This design comes from an exercise in tuning for small area on the open sky130 flow, not from production work. Function was checked by simulation only, so behaviour that the tests miss may differ from the original. Power is estimated from default activity; no workload was simulated.

### design/flow/run.sh
#!/bin/bash
# synth_recipe.tcl (not shown) runs the flow's synth.tcl, then flattens the netlist and writes it again
# the make line also repeats each setting of config.mk as NAME=value (left out here)
make -C /OpenROAD-flow-scripts/flow DESIGN_CONFIG=/design/flow/config.mk WORK_HOME=/design/flow/orfs CLKGATE_MAP_FILE= SYNTH_SCRIPT=/design/flow/synth_recipe.tcl finish
### design/flow/config.mk
export PLATFORM = sky130hd
export DESIGN_NAME = top
export DESIGN_NICKNAME = top
export VERILOG_FILES = /design/flow/design.v
export SDC_FILE = /design/flow/constraint.sdc
export NUM_CORES = 4
export LEC_CHECK = 0
export CAP_MARGIN = 20
export CORE_MARGIN = 2
export CORE_UTILIZATION = 40
export PLACE_DENSITY = 0.6
export SLEW_MARGIN = 20
### design/flow/constraint.sdc
create_clock -name core_clock -period 6.7 [get_ports {clk}]
set_input_delay 1.3400 -clock core_clock [delete_from_list [all_inputs] [get_ports {clk}]]
set_output_delay 1.3400 -clock core_clock [all_outputs]
set_load 0.01 [all_outputs]
### design/flow/design.v
`timescale 1ns / 1ps
module vgaf(
    input  clk148,         
    input  rst_n,          
    input  BTNU,           
    output wire h_sync,        
    output wire v_sync,        
    output reg [3:0] red,      
    output reg [3:0] green,    
    output reg [3:0] blue,     
    output reg point_scored    
);
    localparam H_PIXELS = 1920;     
    localparam H_FP     = 88;       
    localparam H_SYNC   = 44;       
    localparam H_BP     = 148;      
    localparam H_TOTAL  = H_PIXELS + H_FP + H_SYNC + H_BP;   
    localparam V_LINES  = 1080;     
    localparam V_FP     = 4;        
    localparam V_SYNC   = 5;        
    localparam V_BP     = 36;       
    localparam V_TOTAL  = V_LINES + V_FP + V_SYNC + V_BP;    
    reg [11:0] h_count;   
    reg [11:0] v_count;   
    reg [11:0] circle_y;    
    reg [11:0] wall_x;  
    reg [11:0] hole_y;      
    localparam HOLE_HEIGHT = 300;  
    localparam CIRCLE_X = 200;     
    reg [8:0] gravity_cnt;     
    reg [21:0] wall_cnt;       
    reg jump_request;           
    reg [3:0] jump_counter;     
    reg prev_BTNU;              
    reg game_over;              
    wire visible = (h_count < H_PIXELS) && (v_count < V_LINES);   
    wire collision = (CIRCLE_X + 20 >= wall_x && CIRCLE_X - 20 <= wall_x + 80) &&
                     (circle_y - 20 < hole_y || circle_y + 20 > hole_y + HOLE_HEIGHT);
    always @(posedge clk148 or posedge rst_n) begin
        if (rst_n)
            h_count <= 0;
        else if (h_count == H_TOTAL - 1)
            h_count <= 0;             
        else
            h_count <= h_count + 1;   
    end
    always @(posedge clk148 or posedge rst_n) begin
        if (rst_n)
            v_count <= 0;
        else if (h_count == H_TOTAL - 1) begin
            if (v_count == V_TOTAL - 1)
                v_count <= 0;           
            else
                v_count <= v_count + 1;
        end
    end
    assign h_sync = (h_count >= H_PIXELS + H_FP && h_count < H_PIXELS + H_FP + H_SYNC);
    assign v_sync = (v_count >= V_LINES + V_FP && v_count < V_LINES + V_FP + V_SYNC);
    always @(posedge clk148 or posedge rst_n) begin
        if (rst_n) begin
            prev_BTNU <= 0;
            jump_request <= 0;
            jump_counter <= 0;
        end else begin
            prev_BTNU <= BTNU;   
            if (BTNU && !prev_BTNU)
                jump_request <= 1;   
            if (jump_request) begin
                if (jump_counter <= 10)
                    jump_counter <= jump_counter + 1;   
                else begin
                    jump_counter <= 0;
                    jump_request <= 0;   
                end
            end
        end
    end
always @(posedge clk148 or posedge rst_n) begin
        if (rst_n)
            gravity_cnt <= 0;
        else
            gravity_cnt <= gravity_cnt + 1;
    end
    always @(posedge clk148 or posedge rst_n) begin
        if (rst_n)
            circle_y <= 270;   
        else if (jump_request && jump_counter <= 10 && circle_y > 5)
            circle_y <= circle_y - 3;   
        else if (!jump_request && gravity_cnt == 125 && circle_y < 1080)
            circle_y <= circle_y + 2;   
    end
    always @(posedge clk148 or posedge rst_n) begin
        if (rst_n) begin
            wall_cnt <= 0;
            wall_x <= H_PIXELS;   
        end else if (!game_over) begin
            if (wall_cnt == 200) begin
                wall_cnt <= 0;
                if (wall_x > 0)
                    wall_x <= wall_x - 4;   
                else
                    wall_x <= H_PIXELS;     
            end else begin
                wall_cnt <= wall_cnt + 1;
            end
        end
    end
    always @(posedge clk148 or posedge rst_n) begin
        if (rst_n) begin
            hole_y <= 300;          
            point_scored <= 0;      
        end else if (!game_over) begin
            if (wall_cnt == 200 && wall_x == 0) begin
                hole_y <= (hole_y == 300) ? 500 : 300;   
                point_scored <= 1;                        
            end else begin
                point_scored <= 0;
            end
        end else begin
            point_scored <= 0;   
        end
    end
    always @(posedge clk148 or posedge rst_n) begin
        if (rst_n)
            game_over <= 0;
        else if (collision)
            game_over <= 1;   
    end
    always @(*) begin
        red = 0;
        green = 0;
        blue = 0;
        if (visible) begin
            if (game_over) begin
                red = 4'b1111;
            end else begin
                if (h_count >= CIRCLE_X - 20 && h_count < CIRCLE_X + 20 &&
                    v_count >= circle_y - 20 && v_count < circle_y + 20) begin
                    if (h_count >= CIRCLE_X + 10 && h_count < CIRCLE_X + 20 &&
                        v_count >= circle_y - 5 && v_count < circle_y + 5) begin
                        red = 4'b1111;
                        green = 4'b1000;
                        blue = 4'b0000;
                    end else begin
                        red = 4'b1111;
                        green = 4'b1111;
                        blue = 0;
                    end
                end
                if (h_count >= wall_x && h_count < wall_x + 80) begin
                    if (v_count < hole_y || v_count > hole_y + HOLE_HEIGHT) begin
                        green = 4'b1111;
                        blue = 4'b1111;
                    end
                end
            end
        end
    end
endmodule
`timescale 1ns / 1ps
module score(
    input clk148,         
    input rst_n,          
    input point,          
    output reg [3:0] an,  
    output reg [6:0] seg  
);
    reg [7:0] score;           
    reg [3:0] digit;           
    reg [16:0] refresh_cnt;   
    reg digit_sel;         
    always @(posedge clk148 or posedge rst_n) begin
        if (rst_n) 
            score <= 0;   
        else if (point) begin
            if (score < 99) 
                score <= score + 1;   
        end
    end
    always @(posedge clk148 or posedge rst_n) begin
        if (rst_n) begin
            refresh_cnt <= 0;
            digit_sel <= 0;
        end else begin
        refresh_cnt <= refresh_cnt + 1;
        if (refresh_cnt == 100_000) begin   
            refresh_cnt <= 0;
            digit_sel <= ~digit_sel;         
        end
        end
    end
    always @(*) begin
        case (digit_sel)
            1'b0: begin
                digit = score % 10;    
                an = 4'b1110;          
            end
            1'b1: begin
                digit = score / 10;    
                an = 4'b1101;          
            end
        endcase
        case (digit)
            4'd0: seg = 7'b1000000;
            4'd1: seg = 7'b1111001;
            4'd2: seg = 7'b0100100;
            4'd3: seg = 7'b0110000;
            4'd4: seg = 7'b0011001;
            4'd5: seg = 7'b0010010;
            4'd6: seg = 7'b0000010;
            4'd7: seg = 7'b1111000;
            4'd8: seg = 7'b0000000;
            4'd9: seg = 7'b0010000;
            default: seg = 7'b1111111;  
        endcase
    end
endmodule
`timescale 1ns / 1ps
module top( 
    input  clk,
    input   rst_n,
    input   BTNU,
    output  h_sync,
    output  v_sync,
    output  wire [3:0] red,
    output wire [3:0] green,
    output wire [3:0] blue,
    output [3:0] an,
output [6:0] seg
);
    wire point_scored;
    vgaf vga_inst (
        .clk148(clk),
        .rst_n(rst_n),
        .BTNU(BTNU),
        .h_sync(h_sync),
        .v_sync(v_sync),
        .red(red),
        .green(green),
        .blue(blue),
        .point_scored(point_scored)  );
        score scor_inst(
    .clk148(clk),         
    .rst_n(rst_n),
    .point(point_scored),
    .an(an),
    .seg(seg)
);
endmodule
==> flow_summary_export.csv <==
group,metric,value,unit
grt,grt_max_degree,69,
sta,hold_violations,0,
yosys,synthFlopType,"dfrtp_1",
worst_setup_path,timing.critical_path.to,"seg[3]",
route,drc,0,
job,maxCapViolCount,0,
worst_setup_path,critPathLaunch,"scor_inst.score[6]$_DFFE_PP0P_",
grt,grt_usage,17.2,%
finish,final_nets,1184,
floorplanning,fp.dieH,157,um
yosys,synth_edf_count,0,
yosys,ys_async_sr_fraction,100,%
place,hpwl,14600,um
pwr,irDropWorstVdd,0.000139,V
grt,overflow,0,
sta,fin_skew,0.00976,ns
clocking,cts_tree,"done",
worst_setup_path,required,5.36,ns
sta,worst_slew_pin_slew,1.05,ns
yosys,synth_area_leaders,"dfrtp_1, ha_1, xnor2_1",
clocking,clock-sinks,113,
clocking,htree_levels,4,
grt,grt_pass1_wl,34400,um
yosys,ys_ff_latch,113,
worst_setup_path,r2r-start,"vga_inst.circle_y[3]$_DFFE_PP1P_",
floorplanning,pin_count,28,
worst_setup_path,rrSetupSlack,3.57,ns
place,io_buffers,25,
yosys,synth_top_area_share,27.9,%
clocking,hold_buffers,0,
route,num_vias,7297,
sta,fin_crit_sh,92.9,%
clocking,numCtsBuffers,17,
route,via_per_inst,5.27,
clocking,root_buffer,"clkbuf_16",
yosys,seq_area_frac_synth,30.4,%
sta,hold-worst-slack,0.432,ns
sta,slew_viol_final,0,
finish,layout-drive-gt1-share,6.44,%
clocking,clk_pin_slew_worst_paths,0.05,ns
floorplanning,die_w,157,um
status,outcome,"finished clean",
clocking,insertion_delay,0.42,ns
yosys,synth_cell_types,72,
route,ant_nets,0,
sta,final-setup-viol-count,0,
route,dr.first_iter.drc_count,405,
floorplanning,coreArea,22800,um^2
worst_setup_path,worst-endpoint-arrival,4.88,ns
grt,antenna_found_initial,0,
yosys,synth_top_area_cell,"dfrtp_1",
worst_setup_path,r2r_end,"vga_inst.game_over$_DFFE_PP0P_",
yosys,yosysWarnings,2,
clocking,cts_buffer_depth,2,
sta,slew_headroom,28.8,%
pwr,power.density,174,nW/um^2
worst_setup_path,reg2regPathDepth,12,
sta,finalWorstPathRequiredPeriod,6.22,ns
finish,fill_cells,2177,
sta,fin_setup_tns,0,ns
grt,grt_pass1_vias,7070,
finish,diodes,0,
floorplanning,rows,55,
finish,syn_to_final_growth,12.3,%
route,wl_per_cell,14.4,um
floorplanning,initial_core_util,40.9,%
yosys,syn_area_per_cell,8.83,um^2
route,drt-pass1-iter-count,4,
worst_setup_path,endpoint_kind,"output pin",
place,place.gp.congestion,0.835,
finish,utilization,46.0,%
floorplanning,die_area,24600,um^2
min_path,holdCritStartpoint,"vga_inst.prev_BTNU$_DFF_PP0_",
route,wirelength,20000,um
min_path,hp-class,"flop to flop",
worst_setup_path,worstPathMaxFanout,21,
yosys,syn_area,9330,um^2
yosys,synthCells,1056,
worst_setup_path,critPathKind,"flop to output pin",
pwr,leakagePower,4.71,nW
sta,rsz0062_at_grt,"false",
sta,max_freq,161,MHz
worst_setup_path,start_kind,"flop",
## metrics by stage
stage / cell area [um^2] / worst slack (ns) / instances / total power, mW
after floorplan: 9330 / 1.52 / 1057 / 0.782
after global placement: 9800 / 0.914 / 1354 / 0.798
after detailed placement: 9800 / 0.790 / 1354 / 0.801
after CTS: 10500 / 0.326 / 1385 / 1.85
after global routing: 10500 / 0.120 / 1385 / 1.90
final: 10500 / 0.476 / 1385 / 1.82
## cell type report
class / count / area, um^2 / area share [%]
clock inverter: 10 / 206 / 1.97
clock buffer: 21 / 460 / 4.40
timing repair buffer: 35 / 325 / 3.11
multi-input combinational: 826 / 5990 / 57.2
tap: 313 / 392 / 3.74
sequential: 113 / 2840 / 27.1
inverter: 67 / 254 / 2.43
## per-layer routing
| layer | global-route usage (%) | vias to the layer above | share of wire [%] |
|---|---|---|---|
| met5 | 0 | - | 0 |
| met2 | 27.8 | 86 | 47 |
| met3 | 3.16 | 17 | 2.7 |
| met4 | 5.20 | 0 | 0.96 |
| li1 | - | 3728 | - |
| met1 | 23.5 | 3466 | 49 |
## how the worst min path moves through the flow
stage          cells past startpoint                               to  slack, ns
2_1_floorplan                      1  vga_inst.jump_request$_DFF_PP0_       0.41
3_3_place_gp                       1  vga_inst.jump_request$_DFF_PP0_       0.42
3_5_place_dp                       1  vga_inst.jump_request$_DFF_PP0_       0.43
4_1_cts                            1  vga_inst.jump_request$_DFF_PP0_       0.44
5_1_grt                            1  vga_inst.jump_request$_DFF_PP0_       0.46
6_report                           1  vga_inst.jump_request$_DFF_PP0_       0.43
## power breakdown
part	switching [mW]	leakage (nW)	internal, mW
Sequential	0.0196	1.47	0.699
Clock	0.324	0.323	0.714
Combinational	0.0379	2.92	0.0291
## flip-flops by register name, summed over array words and instances (netlist names)
register and cells:
vga_inst.wall_cnt 22, vga_inst.wall_x 10, vga_inst.point_scored 1, vga_inst.prev_BTNU 1, vga_inst.circle_y 12, vga_inst.jump_request 1, vga_inst.game_over 1, scor_inst.score 8
vga_inst.hole_y 2, scor_inst.refresh_cnt 17, scor_inst.digit_sel 1, vga_inst.v_count 12, vga_inst.h_count 12, vga_inst.jump_counter 4, vga_inst.gravity_cnt 9
## worst max-delay path: stages, from the launching register on
cell	delay (ns)
dfrtp_2	0.52
nor2_1	0.17
inv_1	0.06
ha_1	0.31
nand2b_1	0.25
o211a_1	0.28
o211a_1	0.28
nor3_1	0.30
o21ai_1	0.17
a221oi_4	0.40
a21boi_0	0.17
nor3b_2	0.35
ha_1	0.30
and3_1	0.16
a211oi_2	0.18
clkdlybuf4s50_1	0.56
## cells by family (layout without fill, tap and decap cells)
group	Yosys count	after routing	share of synthesized area (%)
other	1	2	0.0402
AOI/OAI and AO/OA	205	205	14.7
muxes	10	10	1.11
DFF	113	113	30.4
and+or+nand+nor	363	363	20.3
buffers and inverters	118	133	5.42
xor gates and xnor gates	123	123	11.6
adders and majority gates	123	123	16.4
## repair_timing
action,4_1_cts,5_1_grt
buffers inserted,0,0
setup endpoints to repair,0,3
gates resized for setup,0,2
## placed cells by master (no fill, tap or decap), types with 7 or more instances in the layout
| master | n |
|---|---|
| nor2b_1 | 17 |
| xnor2_1 | 83 |
| nand3_1 | 37 |
| xor2_1 | 40 |
| o22ai_1 | 7 |
| dfrtp_1 | 103 |
| ha_1 | 121 |
| and3_1 | 21 |
| clkdlybuf4s50_1 | 25 |
| o21a_1 | 21 |
| or4_1 | 7 |
| dfstp_2 | 9 |
| nand4_1 | 35 |
| a21oi_1 | 51 |
| and2_1 | 7 |
| a22oi_1 | 7 |
| mux2i_1 | 7 |
| nand2b_1 | 21 |
| nor2_1 | 89 |
| buf_4 | 10 |
| inv_1 | 64 |
| nand2_1 | 63 |
| nor4_1 | 11 |
| nor3_1 | 24 |
| a21o_1 | 10 |
| o21ai_0 | 46 |
| clkbuf_16 | 17 |
## cells in the mapped netlist, drive strengths merged (25+ instances only)
master and count:
ha 121, a21oi 52, clkbuf 30, nand3 37
inv 65, o21ai 47, xnor2 83, dfrtp 104
nand4 35, xor2 40, nor3 25, nand2 63
nor2 89

what the ideal ports hide:
In the flow no input, the clock included, has a driving cell. The finished layout below was timed again as built, in two steps.
Step 1: set_driving_cell puts a clkbuf_16 on clk and a buf_2 on each other input, an assumption about the parent block.
Step 2 adds t to the input delays and takes it off the output delays; t is the mean of the earliest and latest rising clock arrival at the registers after step 1. Input paths then give back, and output paths get back, about the clock's delay inside the block.
Three values: no drivers, after step 1, after step 2; two values: the first two.
t (ns): 0.457
slack for setup (ns): 0.476 / 0.433 / 0.890
worst setup path after step 2: register to output
slew at the worst register clock pin (ns): 0.06 / 0.06
After both steps setup and hold are still met in this run. The setup slack of this run moves by -0.043 ns with the drivers and by +0.414 ns with both steps.
